Context: an optimization exercise on an open-source flow, tuned for small area, a short achievable clock period and few clock cycles. The choices shown serve that exercise and are no tape-out recipe.
Only simulation tests tie the RTL to the original design; equivalence was not proved.

## flow/design.v (module list and top-level ports; edited modules follow where they fit)
// module CONV: 1328 lines
module CONV(
	input				clk,
	input				reset,
	output	reg			busy,
	input				ready,
	output	reg	[11:0]	iaddr,
	input		[19:0]	idata,
	output	reg  		cwr,
	output	reg [11:0]	caddr_wr,
	output	reg [19:0]	cdata_wr,
	output	reg 		crd,
	output	reg	[11:0]	caddr_rd,
	input		[19:0] 	cdata_rd,
	output		[2:0] 	csel
	);
  // ...
==> flow/flow/run.sh <==
#!/bin/bash
export SETUP_SLACK_MARGIN=6.5
bash standard.sh > standard.log 2>&1
==> flow/standard.sh <==
#!/bin/bash
# synth_recipe.tcl (not shown) runs the flow's synth.tcl, then flattens the netlist and writes it again
# the make line also repeats each setting of config.mk as NAME=value (left out here)
make -C /OpenROAD-flow-scripts/flow DESIGN_CONFIG=/design/flow/config.mk WORK_HOME=/design/flow/orfs CLKGATE_MAP_FILE= SYNTH_SCRIPT=/design/flow/synth_recipe.tcl "${@:-finish}"
==> flow/config.mk <==
export PLATFORM = sky130hd
export DESIGN_NAME = CONV
export DESIGN_NICKNAME = CONV
export VERILOG_FILES = /design/flow/design.v
export SDC_FILE = /design/flow/constraint.sdc
export NUM_CORES = 4
export LEC_CHECK = 0
export ABC_CLOCK_PERIOD_IN_PS = 3000
export CAP_MARGIN = 20
export CORE_MARGIN = 2
export CORE_UTILIZATION = 40
export SLEW_MARGIN = 20
==> flow/constraint.sdc <==
create_clock -name core_clock -period 10.0 [get_ports {clk}]
set_input_delay 2.0000 -clock core_clock [delete_from_list [all_inputs] [get_ports {clk}]]
set_output_delay 2.0000 -clock core_clock [all_outputs]
set_load 0.01 [all_outputs]
==> results.yml, run 1 <==
routing:
  routed-wl-met2_um: 36100
  wl_um: 84100
logic_synthesis:
  postSynthNetCount: 3349
  syn_area_per_cell_um2: 10.3
  yosysSeqAreaShare: 0.322
  synth_top_area_frac: 0.246
  syn_area_um2: 28900
  synth.ff_latch_count: 432
  yosysTopAreaCell: "dfxtp_1"
finish:
  clock_cell_area_share: 0.0536
  antenna_cells: 1
  num-nets-final: 3420
  inv_count: 450
  n_all_buffers: 164
  num-fill-cells: 6563
global_route:
  antenna_found_initial: 0
  grt_pass1_vias: 21700
critical_path:
  rr_worst_depth: 9
  crit_type: "flop to flop"
  critPathLaunchType: "flop"
  critPathTopFamily: "adder cells"
  r2r_start: "row0_1"
  r2r-end: "RCc[21]"
clock_network:
  ctsResizeCount: 85
  cts_max_level: 2
die:
  initial_core_util: 0.404
timing:
  final-setup-viol-count: 0
place:
  io_buffer_count: 102
run_status:
  status: "timing/DRC/antenna clean"
Testbench counts, summed over its fixed seeds: cycles 146,808.
==> run 2: changes to the inputs <==
==> flow/flow/run.sh (replaced) <==
#!/bin/bash
export SETUP_SLACK_MARGIN=6.7
bash standard.sh > standard.log 2>&1
==> results.yml, run 2 <==
logic_synthesis:
  yosysSeqAreaShare: 0.322
  synth_most_common_cell: "inv_1"
  synth.area.top_cells: "dfxtp_1, fa_1, ha_1, inv_1, edfxtp_1"
  yosysWarnings: 1
  syn_area_um2: 28900
  postSynthNetCount: 3349
  yosysTopAreaCell: "dfxtp_1"
  synth_top_area_frac: 0.246
  synth.ff_latch_count: 432
  synthArstFlopShare: 0.0602
  syn_area_per_cell_um2: 10.3
  ys_types: 70
  yosys-top-cells-count: "inv_1, dfxtp_1, fa_1"
  synth_edf_count: 52
  syn-instance-count: 2798
  synth-main-ff-cell: "dfxtp_1"
place:
  dp_slack_ns: 5.52
  io_buffer_count: 102
  dp.cells: 3732
  dp_hpwl_um: 61400
  dpl_cell_area_um2: 30800
  gp_congestion: 0.957
global_route:
  antenna_found_initial: 0
  grt_start_max_net_pins: 84
  grt_pass1_vias: 22200
  grt_pass1_wl_um: 134000
  grt-ovfl-total: 0
  gr-usage-all-layers: 0.236
clock_network:
  path_clk_slew_ns: 0.06
  clk_latency_ns: 0.60
  cts.sink_count: 432
  cts_buffers: 51
  cts_max_level: 2
  clockRootBuffer: "clkbuf_16"
  cts_tree: "yes"
  cts_buffer_depth: 3
die:
  ioPinCount: 105
  rows: 98
  die_y_um: 273
  die_w_um: 273
  initial_core_util: 0.404
  fp.coreArea_um2: 71500
  die_area_um2: 74300
timing:
  period_share: 0.337
  whs_ns: 0.324
  fin_crit_ns: 3.37
  final-setup-viol-count: 0
  max_freq_mhz: 297
  setup_ws_ns: 6.63
  final-hold-violation-count: 0
  setup_tns_ns: 0
  final.setup_skew_ns: 0.0206
  slew_viol_final: 0
  rsz0062_at_grt: "true"
  worst_slew_margin_rel: 0.322
  worst_pin_slew_ns: 1.01
routing:
  avgViaCountPerCell: 5.36
  vias: 21100
  drc: 0
  ant_nets: 0
  firstDrtPassIters: 6
  avgRoutedWirePerCell_um: 22.6
  dr.first_iter.drc_count: 1995
  wl_um: 89000
finish:
  num-fill-cells: 6490
  multi_input_area_um2: 17900
  finalNonFillerCells: 3942
  seqCellArea_um2: 9360
  final_area_um2: 34600
  drive_gt1_frac: 0.175
  final_common_cell: "inv_1"
  layout_common_cells: "inv_1, fa_1, dfxtp_1"
  num-nets-final: 3502
  area_growth_pct: 19.8
critical_path:
  cp.arrival_ns: 3.91
  critPathLaunchType: "flop"
  critPathMaxFanout: 8
  r2r-end: "RAc[20]"
  crit_type: "flop to flop"
  rr_worst_depth: 10
  worstSetupEndpoint: "RAc[20]"
  crit_path_start: "first1"
  required_ns: 10.55
  ff2ff_setup_slack_ns: 6.63
  cp-end-kind: "flop"
  r2r_start: "first1"
hold_path:
  hp-class: "flop to flop"
flow_run:
  maxCapViolations: 0
run_status:
  status: "timing/DRC/antenna clean"
==> run 2: cell counts after synthesis <==
Identical to the previous run, type by type.
==> run 2: cell type report <==
cell class	instances	area share
timing repair buffer	243	0.0771
tap	950	0.0344
clock buffer	70	0.0416
sequential	432	0.271
antenna	1	0.0000724
clock inverter	23	0.0101
multi-input combinational	1772	0.517
timing repair inverter	1	0.000217
inverter	450	0.0495
==> run 2: how the worst min path moves through the flow <==
stage / from / endpoint / slack [ns] / cells past startpoint
floorplan: cinitq / cinit1 / 0.31 / 0
global placement: col0q / col0_1 / 0.31 / 0
detailed placement: cinitq / cinit1 / 0.31 / 0
CTS: col0q / col0_1 / 0.33 / 0
global route: cinitq / cinit1 / 0.33 / 0
finish: cinitq / cinit1 / 0.32 / 0
==> run 2: per-stage QoR <==
| stage | util |
|---|---|
| global route | 0.484 |
| global placement | 0.430 |
| floorplan | - |
| detailed placement | 0.430 |
| finish | 0.484 |
| CTS | 0.472 |
==> run 2: timing repair <==
| item | CTS | global route |
|---|---|---|
| pin swaps | 16 | 56 |
| hold buffers | 0 | 0 |
| gates cloned | 13 | 9 |
| buffers inserted | 61 | 33 |
| endpoints found under the setup margin | 231 | 80 |
| resized for setup | 235 | 133 |
==> run 2: cell families after synthesis <==
kind of cell	after synthesis	share of synthesized area
buffers and inverters	595	0.0778
multiplexers	183	0.0681
XOR/XNOR	69	0.0217
AO/OA/AOI/OAI	428	0.0991
AND/OR/NAND/NOR	581	0.0988
other	2	0.000260
flip-flops	432	0.322
adder cells (fa/ha/maj)	508	0.312
==> run 2: routing by layer <==
metal	part of all wire	vias to the layer above	wire length [um]	GRT usage
li1	-	9435	-	-
met1	0.42	10300	37200	0.324
met2	0.44	1097	38900	0.365
met3	0.10	254	9070	0.0513
met4	0.044	0	3880	0.0878
met5	0	-	0	0
==> run 2: critical path: stages (launching register included) <==
cell,delay [ns]
dfxtp_4,0.43
buf_12,0.17
buf_12,0.11
buf_16,0.13
mux2_4,0.31
fa_1,0.55
inv_2,0.04
fa_2,0.47
fa_1,0.56
inv_2,0.04
fa_2,0.50
==> run 3: changes to the inputs <==
==> flow/flow/run.sh (replaced) <==
#!/bin/bash
export SETUP_SLACK_MARGIN=6.6
export BUFFER_PORTS_ARGS="-buffer_cell sky130_fd_sc_hd__buf_2"
bash standard.sh > standard.log 2>&1
==> results.yml, run 3 <==
timing:
  final.setup_skew_ns: 0.0176
  final-setup-viol-count: 0
  slew_viol_final: 0
  rsz0062_at_grt: "true"
  worst_pin_slew_ns: 1.02
  max_freq_mhz: 294
  final-hold-violation-count: 0
  setup_tns_ns: 0
  period_share: 0.340
  worst_slew_margin_rel: 0.320
  fin_crit_ns: 3.40
  whs_ns: 0.314
logic_synthesis:
  synth.area.top_cells: "dfxtp_1, fa_1, ha_1, inv_1, edfxtp_1"
  postSynthNetCount: 3349
  synthArstFlopShare: 0.0602
  synth-main-ff-cell: "dfxtp_1"
  yosys-top-cells-count: "inv_1, dfxtp_1, fa_1"
  yosysSeqAreaShare: 0.322
  synth_edf_count: 52
  synth_top_area_frac: 0.246
  yosysTopAreaCell: "dfxtp_1"
  ys_types: 70
  synth_most_common_cell: "inv_1"
  syn-instance-count: 2798
  syn_area_per_cell_um2: 10.3
  synth.ff_latch_count: 432
  syn_area_um2: 28900
  yosysWarnings: 1
routing:
  top_layer_used: "met4"
  avgRoutedWirePerCell_um: 22.4
  wl_um: 87100
  firstDrtPassIters: 10
  wl_met1_um: 37500
  dr.first_iter.drc_count: 2157
  vias: 20900
  avgViaCountPerCell: 5.37
  routed-wl-met2_um: 37500
  ant_nets: 0
  wl_met3_um: 8360
  drc: 0
run_status:
  status: "timing/DRC/antenna clean"
die:
  die_w_um: 273
  die_y_um: 273
  rows: 98
  initial_core_util: 0.404
  ioPinCount: 105
  die_area_um2: 74300
  fp.coreArea_um2: 71500
critical_path:
  cp_common_cell: "fa_1"
  cp-end-kind: "flop"
  max_stage_delay_ns: 0.90
  r2r-end: "RBc[18]"
  r2r_start: "p[12]"
  required_ns: 10.47
  ff2ff_setup_slack_ns: 6.60
  cp.arrival_ns: 3.87
  crit_type: "flop to flop"
  critPathLaunchType: "flop"
  critPathMaxFanout: 11
  crit_chain: "nor2_2 -> a211oi_2 -> fa_1 -> fa_1 -> fa_1 -> inv_1 -> fa_1"
  rr_worst_depth: 7
  critPathSlowestCell: "dfxtp_1"
clock_network:
  cts_buffers: 51
  cts.sink_count: 432
  clockRootBuffer: "clkbuf_16"
  clk_latency_ns: 0.61
  cts_tree: "yes"
  cts_max_level: 2
  path_clk_slew_ns: 0.06
  cts_buffer_depth: 3
flow_run:
  maxCapViolations: 0
hold_path:
  holdPathStages: 0
  hp-start: "cinitq"
  whs_endpoint: "cinit1"
  hp-class: "flop to flop"
finish:
  final_common_cell: "inv_1"
  layout_common_cells: "inv_1, fa_1, dfxtp_1"
  final_area_um2: 33400
  num-nets-final: 3442
  area_growth_pct: 15.7
  drive_gt1_frac: 0.165
  antenna_cells: 0
  num-fill-cells: 6495
place:
  dpl_cell_area_um2: 30300
  io_buffer_count: 102
  dp_hpwl_um: 61000
  gp_congestion: 0.943
global_route:
  grt_pass1_wl_um: 130000
  grt_start_max_net_pins: 85
  antenna_found_initial: 2
  grt_pass1_vias: 21800
  gr-usage-all-layers: 0.227
  grt-ovfl-total: 0
==> run 3: cell counts after synthesis <==
Identical to the previous run, type by type.
==> run 3: logic make-up after synthesis <==
kind of cell / share of synthesized area
compound gates: 0.0991
xor+xnor: 0.0217
fa+ha+maj: 0.312
buf+inv: 0.0778
flops: 0.322
mux: 0.0681
other cells: 0.000260
simple gates: 0.0988
==> run 3: repair_timing <==
item	in CTS	in global routing
cloned	4	15
pin swaps	13	15
buffers inserted	12	21
endpoints found under the setup margin	142	48
gates resized for setup	74	67
hold endpoints to repair	0	0
hold buffers	0	0
==> run 3: layout make-up <==
class	instances	area (um2)	share of cell area
clock buffers	73	1510	0.0453
clock inverters	22	319	0.00956
inverters	450	1710	0.0513
multi-input cells	1772	17700	0.529
flip-flops and latches	432	9340	0.280
well taps	950	1190	0.0356
repair buffers	183	1630	0.0489
repair inverters	1	7.51	0.000225
==> run 3: per-stage QoR <==
step	cells	utilization	setup WS [ns]
after floorplan	2798	-	6.59
after global placement	3734	0.424	5.75
after detailed placement	3736	0.424	5.69
after CTS	3847	0.456	6.49
after global routing	3883	0.467	6.37
final	3883	0.467	6.60
==> run 3: worst max-delay path, delay by kind of cell (launching register included) <==
| family | cells | cell delay (ns) |
|---|---|---|
| adders and majority gates | 4 | 1.87 |
| DFF | 1 | 0.90 |
| buffers and inverters | 1 | 0.05 |
| AOI/OAI and AO/OA | 1 | 0.29 |
| and+or+nand+nor | 1 | 0.14 |
==> run 3: worst max path at each step <==
stage | start | to | cells after the start
2_1_floorplan | first1 | RAc[15] | 10
3_3_place_gp | first1 | RBc[15] | 9
3_5_place_dp | first1 | RBc[14] | 9
4_1_cts | L[4] | g | 18
5_1_grt | L[1] | g | 18
6_report | p[12] | RBc[18] | 7
==> run 3: per-layer routing <==
metal | GRT usage | up-vias
met5 | 0 | -
met4 | 0.0801 | 0
li1 | - | 9324
met3 | 0.0501 | 233
met2 | 0.345 | 1047
met1 | 0.321 | 10300
==> run 4: changes to the inputs <==
==> flow/flow/run.sh (replaced) <==
#!/bin/bash
export SETUP_SLACK_MARGIN=6.7
export BUFFER_PORTS_ARGS="-buffer_cell sky130_fd_sc_hd__buf_2"
bash standard.sh > standard.log 2>&1
--- a/flow/config.mk
+++ b/flow/config.mk
@@ -8,5 +8,5 @@
 export ABC_CLOCK_PERIOD_IN_PS = 3000
 export CAP_MARGIN = 20
 export CORE_MARGIN = 2
-export CORE_UTILIZATION = 40
+export CORE_UTILIZATION = 60
 export SLEW_MARGIN = 20
==> results.yml, run 4 <==
critical_path:
  cp.arrival_ns: 3.81
  cp-end-kind: "flop"
  required_ns: 10.47
  cp_common_cell: "fa_1"
  critPathBufInv: 1
  critPathTopFamily: "adder cells"
  critPathMaxFanout: 12
  crit_type: "flop to flop"
  critPathLaunchType: "flop"
  critPathSlowestCell: "dfxtp_1"
  crit_chain: "a21boi_0 -> fa_1 -> fa_1 -> fa_1 -> inv_1 -> fa_1"
  max_stage_delay_ns: 0.86
clock_network:
  cts_tree: "yes"
  path_clk_slew_ns: 0.06
  cts_buffer_depth: 3
  cts.sink_count: 432
  ctsHoldBuffers: 0
  cts_buffers: 49
  cts_max_level: 2
  clk_latency_ns: 0.60
  clockRootBuffer: "clkbuf_16"
logic_synthesis:
  synth_top_area_frac: 0.246
  synth-main-ff-cell: "dfxtp_1"
  synth.ff_latch_count: 432
  synth_edf_count: 52
  yosysWarnings: 1
  syn_area_per_cell_um2: 10.3
  synthArstFlopShare: 0.0602
  synth.area.top_cells: "dfxtp_1, fa_1, ha_1, inv_1, edfxtp_1"
  postSynthNetCount: 3349
  yosysSeqAreaShare: 0.322
  syn-instance-count: 2798
  ys_types: 70
  synth_most_common_cell: "inv_1"
  syn_area_um2: 28900
  yosys-top-cells-count: "inv_1, dfxtp_1, fa_1"
  yosysTopAreaCell: "dfxtp_1"
routing:
  ant_nets: 0
  drc: 0
  dr.first_iter.drc_count: 2484
  vias: 21400
  avgViaCountPerCell: 5.99
  avgRoutedWirePerCell_um: 24.4
  firstDrtPassIters: 6
  wl_um: 87200
place:
  dp.cells: 3398
  gp_congestion: 0.948
  dpl_cell_area_um2: 29900
  dp_hpwl_um: 59600
  io_buffer_count: 102
  dp_slack_ns: 5.61
die:
  fp.coreArea_um2: 47600
  ioPinCount: 105
  die_y_um: 223
  initial_core_util: 0.606
  die_area_um2: 49900
  die_w_um: 223
  rows: 80
global_route:
  grt_pass1_wl_um: 129000
  grt-ovfl-total: 0
  antenna_found_initial: 1
  grt_start_max_net_pins: 82
  grt_pass1_vias: 22100
  gr-usage-all-layers: 0.345
hold_path:
  hp-class: "flop to flop"
timing:
  slew_viol_final: 0
  setup_tns_ns: 0
  worst_pin_slew_ns: 1.08
  rsz0062_at_grt: "true"
  final-hold-violation-count: 0
  worst_slew_margin_rel: 0.280
  max_freq_mhz: 300
  final.setup_skew_ns: 0.0201
  fin_crit_ns: 3.34
  setup_ws_ns: 6.66
  whs_ns: 0.325
  final-setup-viol-count: 0
  period_share: 0.334
finish:
  num-fill-cells: 3680
  drive_gt1_frac: 0.179
  final_area_um2: 33200
  fin_util: 0.696
  area_growth_pct: 15.0
  num-nets-final: 3461
  seqCellArea_um2: 9350
  multi_input_area_um2: 17700
  layout_common_cells: "inv_1, fa_1, dfxtp_1"
  final_common_cell: "inv_1"
  finalNonFillerCells: 3567
flow_run:
  maxCapViolations: 0
run_status:
  status: "timing/DRC/antenna clean"
==> run 4: metal layers <==
layer  vias to the layer above  routed length [um]  GRT usage
met3                       241               10400     0.0990
met4                         0                3580      0.128
met2                      1242               37400      0.512
met5                         -                   0          0
met1                     10500               35800      0.483
li1                       9352                   -          -
==> run 4: cells by family (layout without fill, tap and decap cells) <==
logic type / Yosys count / count (layout) / share of synthesized area
adder cells (fa/ha/maj): 508 / 508 / 0.312
multiplexers: 183 / 183 / 0.0681
other: 2 / 3 / 0.000260
AO/OA/AOI/OAI: 428 / 428 / 0.0991
buffers and inverters: 595 / 747 / 0.0778
flip-flops: 432 / 432 / 0.322
AND/OR/NAND/NOR: 581 / 582 / 0.0988
XOR/XNOR: 69 / 69 / 0.0217
==> run 4: area by class of cell <==
class                           instances  area share
Clock buffer                           68      0.0421
Antenna cell                            1   0.0000754
Inverter                              450      0.0517
Tap cell                              615      0.0232
Clock inverter                         24      0.0108
Sequential cell                       432       0.282
Timing Repair Buffer                  204      0.0563
Timing Repair inverter                  1    0.000226
Multi-Input combinational cell       1772       0.534
==> run 4: what timing repair did <==
item,in CTS,in global routing
setup buffers,27,28
gates cloned,9,11
gates resized for setup,89,94
setup endpoints to repair,158,75
pin swaps,13,39
==> run 4: path summary, 6_finish.rpt <==
check	endpoint	slack, ns	start	cells after the start
worst max-delay path	RBc[17]	6.66	p3[8]	6
worst min-delay path	first1	0.32	firstq	0
worst max register to register	RBc[17]	6.66	p3[8]	6
worst min register to register	first1	0.32	firstq	0
max in group asynchronous	e2	8.13	reset	3
min in group asynchronous	L[5]	1.51	reset	3
==> run 5: changes to the inputs <==
--- a/flow/config.mk
+++ b/flow/config.mk
@@ -9,4 +9,6 @@
 export CAP_MARGIN = 20
 export CORE_MARGIN = 2
 export CORE_UTILIZATION = 60
+export CTS_CLUSTER_DIAMETER = 100
+export CTS_CLUSTER_SIZE = 20
 export SLEW_MARGIN = 20
==> results.yml, run 5 <==
logic_synthesis:
  ys_types: 70
  synth_top_area_frac: 0.246
  postSynthNetCount: 3349
  synth.area.top_cells: "dfxtp_1, fa_1, ha_1, inv_1, edfxtp_1"
  synth-main-ff-cell: "dfxtp_1"
  syn_area_per_cell_um2: 10.3
  yosys-top-cells-count: "inv_1, dfxtp_1, fa_1"
  synth.ff_latch_count: 432
  synth_most_common_cell: "inv_1"
  yosysSeqAreaShare: 0.322
  yosysWarnings: 1
  yosysTopAreaCell: "dfxtp_1"
  syn_area_um2: 28900
  synthArstFlopShare: 0.0602
  synth_edf_count: 52
  syn-instance-count: 2798
finish:
  num-fill-cells: 3779
  layout_common_cells: "inv_1, fa_1, dfxtp_1"
  fin_util: 0.675
  final_common_cell: "inv_1"
  drive_gt1_frac: 0.164
  area_growth_pct: 11.4
  num-nets-final: 3434
timing:
  final.setup_skew_ns: 0.0345
  setup_tns_ns: 0
  final-hold-violation-count: 0
  whs_ns: 0.326
  max_freq_mhz: 297
  final-setup-viol-count: 0
  rsz0062_at_grt: "true"
  worst_pin_slew_ns: 1.08
  period_share: 0.337
  fin_crit_ns: 3.37
  slew_viol_final: 0
  worst_slew_margin_rel: 0.280
hold_path:
  hp-class: "flop to flop"
critical_path:
  max_stage_delay_ns: 0.81
  required_ns: 10.47
  critPathTopFamily: "adder cells"
  crit_chain: "nor2_1 -> a211oi_2 -> fa_1 -> fa_1 -> fa_1 -> inv_1 -> fa_1"
  cp.arrival_ns: 3.83
  critPathLaunchType: "flop"
  critPathMaxFanout: 10
  cp_common_cell: "fa_1"
  critPathSlowestCell: "dfxtp_1"
  critPathBufInv: 1
  cp-end-kind: "flop"
  crit_type: "flop to flop"
routing:
  drc: 0
  avgRoutedWirePerCell_um: 24.5
  wl_um: 85900
  vias: 21200
  firstDrtPassIters: 8
  ant_nets: 0
  avgViaCountPerCell: 6.03
  dr.first_iter.drc_count: 2329
global_route:
  grt_start_max_net_pins: 75
  antenna_found_initial: 2
  grt_pass1_wl_um: 129000
  grt-ovfl-total: 0
  gr-usage-all-layers: 0.342
  grt_pass1_vias: 21800
clock_network:
  cts_buffers: 25
  cts.sink_count: 432
  cts_max_level: 1
  clockRootBuffer: "clkbuf_16"
  cts_buffer_depth: 3
  cts_tree: "yes"
  path_clk_slew_ns: 0.10
  clk_latency_ns: 0.61
run_status:
  status: "timing/DRC/antenna clean"
flow_run:
  maxCapViolations: 0
place:
  gp_congestion: 0.948
  io_buffer_count: 102
  dp_hpwl_um: 59600
die:
  die_w_um: 223
  die_y_um: 223
  fp.coreArea_um2: 47600
  initial_core_util: 0.606
  rows: 80
  ioPinCount: 105
  die_area_um2: 49900
-- run 5: cell counts after synthesis --
Identical to the previous run, type by type.
-- run 5: worst paths after layout --
check | cells after the start | startpoint | slack, ns | to
hold / removal | 0 | firstq | 0.33 | first1
hold reg to reg | 0 | firstq | 0.33 | first1
max in group asynchronous | 3 | reset | 8.14 | crd
setup reg to reg | 7 | p[10] | 6.63 | RBc[16]
setup / recovery | 7 | p[10] | 6.63 | RBc[16]
min in group asynchronous | 3 | reset | 1.50 | v1
-- run 5: metal layers --
metal / vias up / global-route usage / share of wire
li1: 9276 / - / -
met4: 0 / 0.114 / 0.042
met2: 1240 / 0.512 / 0.43
met3: 249 / 0.0922 / 0.12
met5: - / 0 / 0
met1: 10400 / 0.485 / 0.41
-- run 5: timing repair --
action	4_1_cts	5_1_grt
setup buffers	26	25
hold buffers	0	0
gates resized for setup	96	91
cloned	10	11
setup endpoints to repair	158	91
hold endpoints to repair	0	0
pin swaps	14	35
-- run 5: logic make-up after synthesis --
group / count (synthesis) / synth area share
other cells: 2 / 0.000260
mux: 183 / 0.0681
flops: 432 / 0.322
simple gates: 581 / 0.0988
fa+ha+maj: 508 / 0.312
buf+inv: 595 / 0.0778
compound gates: 428 / 0.0991
xor+xnor: 69 / 0.0217
-- run 5: area by class of cell --
| type | instances | area [um2] | area share |
|---|---|---|---|
| tap | 615 | 769 | 0.0239 |
| inverter | 450 | 1720 | 0.0535 |
| sequential | 432 | 9350 | 0.291 |
| timing repair inverter | 1 | 7.51 | 0.000234 |
| antenna | 1 | 2.50 | 0.0000779 |
| clock inverter | 3 | 32.5 | 0.00101 |
| clock buffer | 35 | 663 | 0.0206 |
| timing repair buffer | 201 | 1860 | 0.0577 |
| multi-input combinational | 1772 | 17700 | 0.552 |
-- run 5: per-stage QoR --
step / cell area [um2] / cells / setup WS [ns]
floorplan: 28900 / 2798 / 6.70
global placement: 29800 / 3398 / 5.65
detailed placement: 29900 / 3398 / 5.61
CTS: 31400 / 3472 / 6.67
global route: 32100 / 3509 / 6.59
finish: 32100 / 3510 / 6.63
==> run 6: changes to the inputs <==
--- a/flow/config.mk
+++ b/flow/config.mk
@@ -8,7 +8,7 @@
 export ABC_CLOCK_PERIOD_IN_PS = 3000
 export CAP_MARGIN = 20
 export CORE_MARGIN = 2
-export CORE_UTILIZATION = 60
+export CORE_UTILIZATION = 70
 export CTS_CLUSTER_DIAMETER = 100
 export CTS_CLUSTER_SIZE = 20
 export SLEW_MARGIN = 20
==> results.yml, run 6 <==
die:
  initial_core_util: 0.708
  rows: 74
  ioPinCount: 105
  die_w_um: 207
  die_y_um: 207
  fp.coreArea_um2: 40700
  die_area_um2: 42900
global_route:
  grt_pass1_wl_um: 132000
  grt_pass1_vias: 22800
  met3_usage: 0.136
  grt-ovfl-total: 0
  met2_usage: 0.595
  grt.met1_usage: 0.547
  grt_start_max_net_pins: 82
  antenna_found_initial: 0
  top_usage_layer: "met2"
  gr-usage-all-layers: 0.401
run_status:
  status: "timing/DRC/antenna clean"
logic_synthesis:
  yosysSeqAreaShare: 0.322
  yosysWarnings: 1
  synth-main-ff-cell: "dfxtp_1"
  syn-instance-count: 2798
  synth_edf_count: 52
  synth.area.top_cells: "dfxtp_1, fa_1, ha_1, inv_1, edfxtp_1"
  syn_area_um2: 28900
  yosysTopAreaCell: "dfxtp_1"
  syn_area_per_cell_um2: 10.3
  yosys-top-cells-count: "inv_1, dfxtp_1, fa_1"
  synth.ff_latch_count: 432
  synth_most_common_cell: "inv_1"
  postSynthNetCount: 3349
  ys_types: 70
  synth_top_area_frac: 0.246
  synthArstFlopShare: 0.0602
critical_path:
  critPathMaxFanout: 7
  crit_type: "flop to flop"
  cp.arrival_ns: 3.89
  critPathLaunchType: "flop"
  cp-end-kind: "flop"
  required_ns: 10.46
finish:
  num-nets-final: 3461
  multi_input_area_um2: 17800
  final_area_um2: 32400
  area_growth_pct: 12.4
  final_common_cell: "inv_1"
  num-fill-cells: 2628
  antenna_cells: 0
  seqCellArea_um2: 9360
  layout_common_cells: "inv_1, dfxtp_1, fa_1"
  drive_gt1_frac: 0.181
flow_run:
  maxCapViolations: 0
place:
  dp_hpwl_um: 59100
  dp_slack_ns: 5.18
  dpl_cell_area_um2: 29700
  io_buffer_count: 102
  gp_congestion: 0.973
clock_network:
  clk_latency_ns: 0.60
  cts_max_level: 1
  cts_tree: "yes"
  cts_buffers: 25
  path_clk_slew_ns: 0.11
  cts.sink_count: 432
  cts_buffer_depth: 3
  clockRootBuffer: "clkbuf_16"
routing:
  vias: 22000
  avgRoutedWirePerCell_um: 25.3
  wl_um: 87500
  avgViaCountPerCell: 6.36
  ant_nets: 0
  drc: 0
  dr.first_iter.drc_count: 3051
  firstDrtPassIters: 7
timing:
  final.setup_skew_ns: 0.0316
  slew_viol_final: 0
  rsz0062_at_grt: "true"
  fin_crit_ns: 3.43
  period_share: 0.343
  worst_pin_slew_ns: 1.04
  setup_ws_ns: 6.57
  max_freq_mhz: 291
  worst_slew_margin_rel: 0.304
  final-hold-violation-count: 0
  final-setup-viol-count: 0
  setup_tns_ns: 0
  whs_ns: 0.313
hold_path:
  hp-class: "flop to flop"
==> run 6: cell count changes in the layout (fill, tap and decap cells not counted), sizes merged <==
cell / previous run / this run
buf: 187 / 210
bufbuf: 5 / 12
clkinv: 1 / 2
clkinvlp: 6 / 5
diode: 1 / 0
inv: 447 / 446
==> run 6: layout make-up <==
type / instances / area share
clock inverter: 2 / 0.000540
timing repair inverter: 1 / 0.000231
sequential: 432 / 0.288
timing repair buffer: 228 / 0.0671
tap: 532 / 0.0205
inverter: 450 / 0.0527
clock buffer: 38 / 0.0208
multi-input combinational: 1772 / 0.550
==> run 6: what timing repair did <==
action	4_1_cts	5_1_grt
pin swaps	27	50
setup buffers	40	35
hold buffers	0	0
setup endpoints to repair	152	79
gates resized for setup	125	109
gates cloned	18	5
==> run 6: final timing paths <==
kind | endpoint | slack, ns | cells after the start | from
max in group asynchronous | ph[0] | 8.15 | 3 | reset
max | RAc[20] | 6.57 | 10 | first1
max reg2reg | RAc[20] | 6.57 | 10 | first1
min in group asynchronous | L[4] | 1.51 | 3 | reset
min reg2reg | first1 | 0.31 | 0 | firstq
min | first1 | 0.31 | 0 | firstq
==> run 6: through the flow <==
step | utilization | std cells
after floorplan | - | 2798
after global placement | 0.730 | 3317
after detailed placement | 0.730 | 3317
after CTS | 0.779 | 3415
after global routing | 0.796 | 3455
final | 0.796 | 3455
==> run 6: kinds of logic after synthesis <==
logic type,Yosys count,synth area share
adder cells (fa/ha/maj),508,0.312
AO/OA/AOI/OAI,428,0.0991
flip-flops,432,0.322
buffers and inverters,595,0.0778
AND/OR/NAND/NOR,581,0.0988
XOR/XNOR,69,0.0217
other,2,0.000260
multiplexers,183,0.0681
==> run 6: layer usage <==
layer / share of wire / vias up / routed length (um)
met1: 0.38 / 10700 / 32900
met3: 0.14 / 374 / 12200
met2: 0.43 / 1607 / 37700
met4: 0.054 / 0 / 4750
met5: 0 / - / 0
li1: - / 9327 / -
==> run 6: critical path, cell delays in order (launching register included) <==
cell     delay, ns
dfxtp_4       0.43
buf_16        0.16
buf_12        0.11
buf_16        0.12
mux2_2        0.35
fa_1          0.54
inv_1         0.06
fa_2          0.45
fa_1          0.53
inv_2         0.05
fa_1          0.49

==> afterwards: timing with drivers on the ports <==
Ports are ideal in the flow. The routed layouts listed here were re-timed in OpenROAD. Step 1 sets driving cells, clkbuf_16 on the clock port and buf_2 on the other inputs (assumed; they add their load-dependent delay and slew). Step 2 moves the port delays by t, midway between the first and last clock arrival at a register: inputs arrive t later, outputs are due t later. That takes back most of the time a late clock gives input paths. Three values: ideal ports, drivers, drivers and shift; two values: the first two.
| run | t, ns | slack for setup (ns) | worst setup path at the end | clock arrival spread, ns | worst slew at a driven data input, ns |
|---|---|---|---|---|---|
| run 1 | 0.663 | 6.534 / 6.491 / 6.534 | register to register | 0.027 / 0.027 | 0.06 |
| run 2 | 0.660 | 6.633 / 6.633 / 6.633 | register to register | 0.027 / 0.026 | 0.05 |
| run 3 | 0.666 | 6.596 / 6.596 / 6.596 | register to register | 0.017 / 0.018 | 0.04 |
| run 4 | 0.654 | 6.665 / 6.665 / 6.665 | register to register | 0.024 / 0.024 | 0.03 |
| run 5 | 0.653 | 6.633 / 6.633 / 6.633 | register to register | 0.036 / 0.037 | 0.03 |
| run 6 | 0.649 | 6.568 / 6.568 / 6.568 | register to register | 0.033 / 0.033 | 0.03 |
After both steps setup and hold are still met in every run listed.
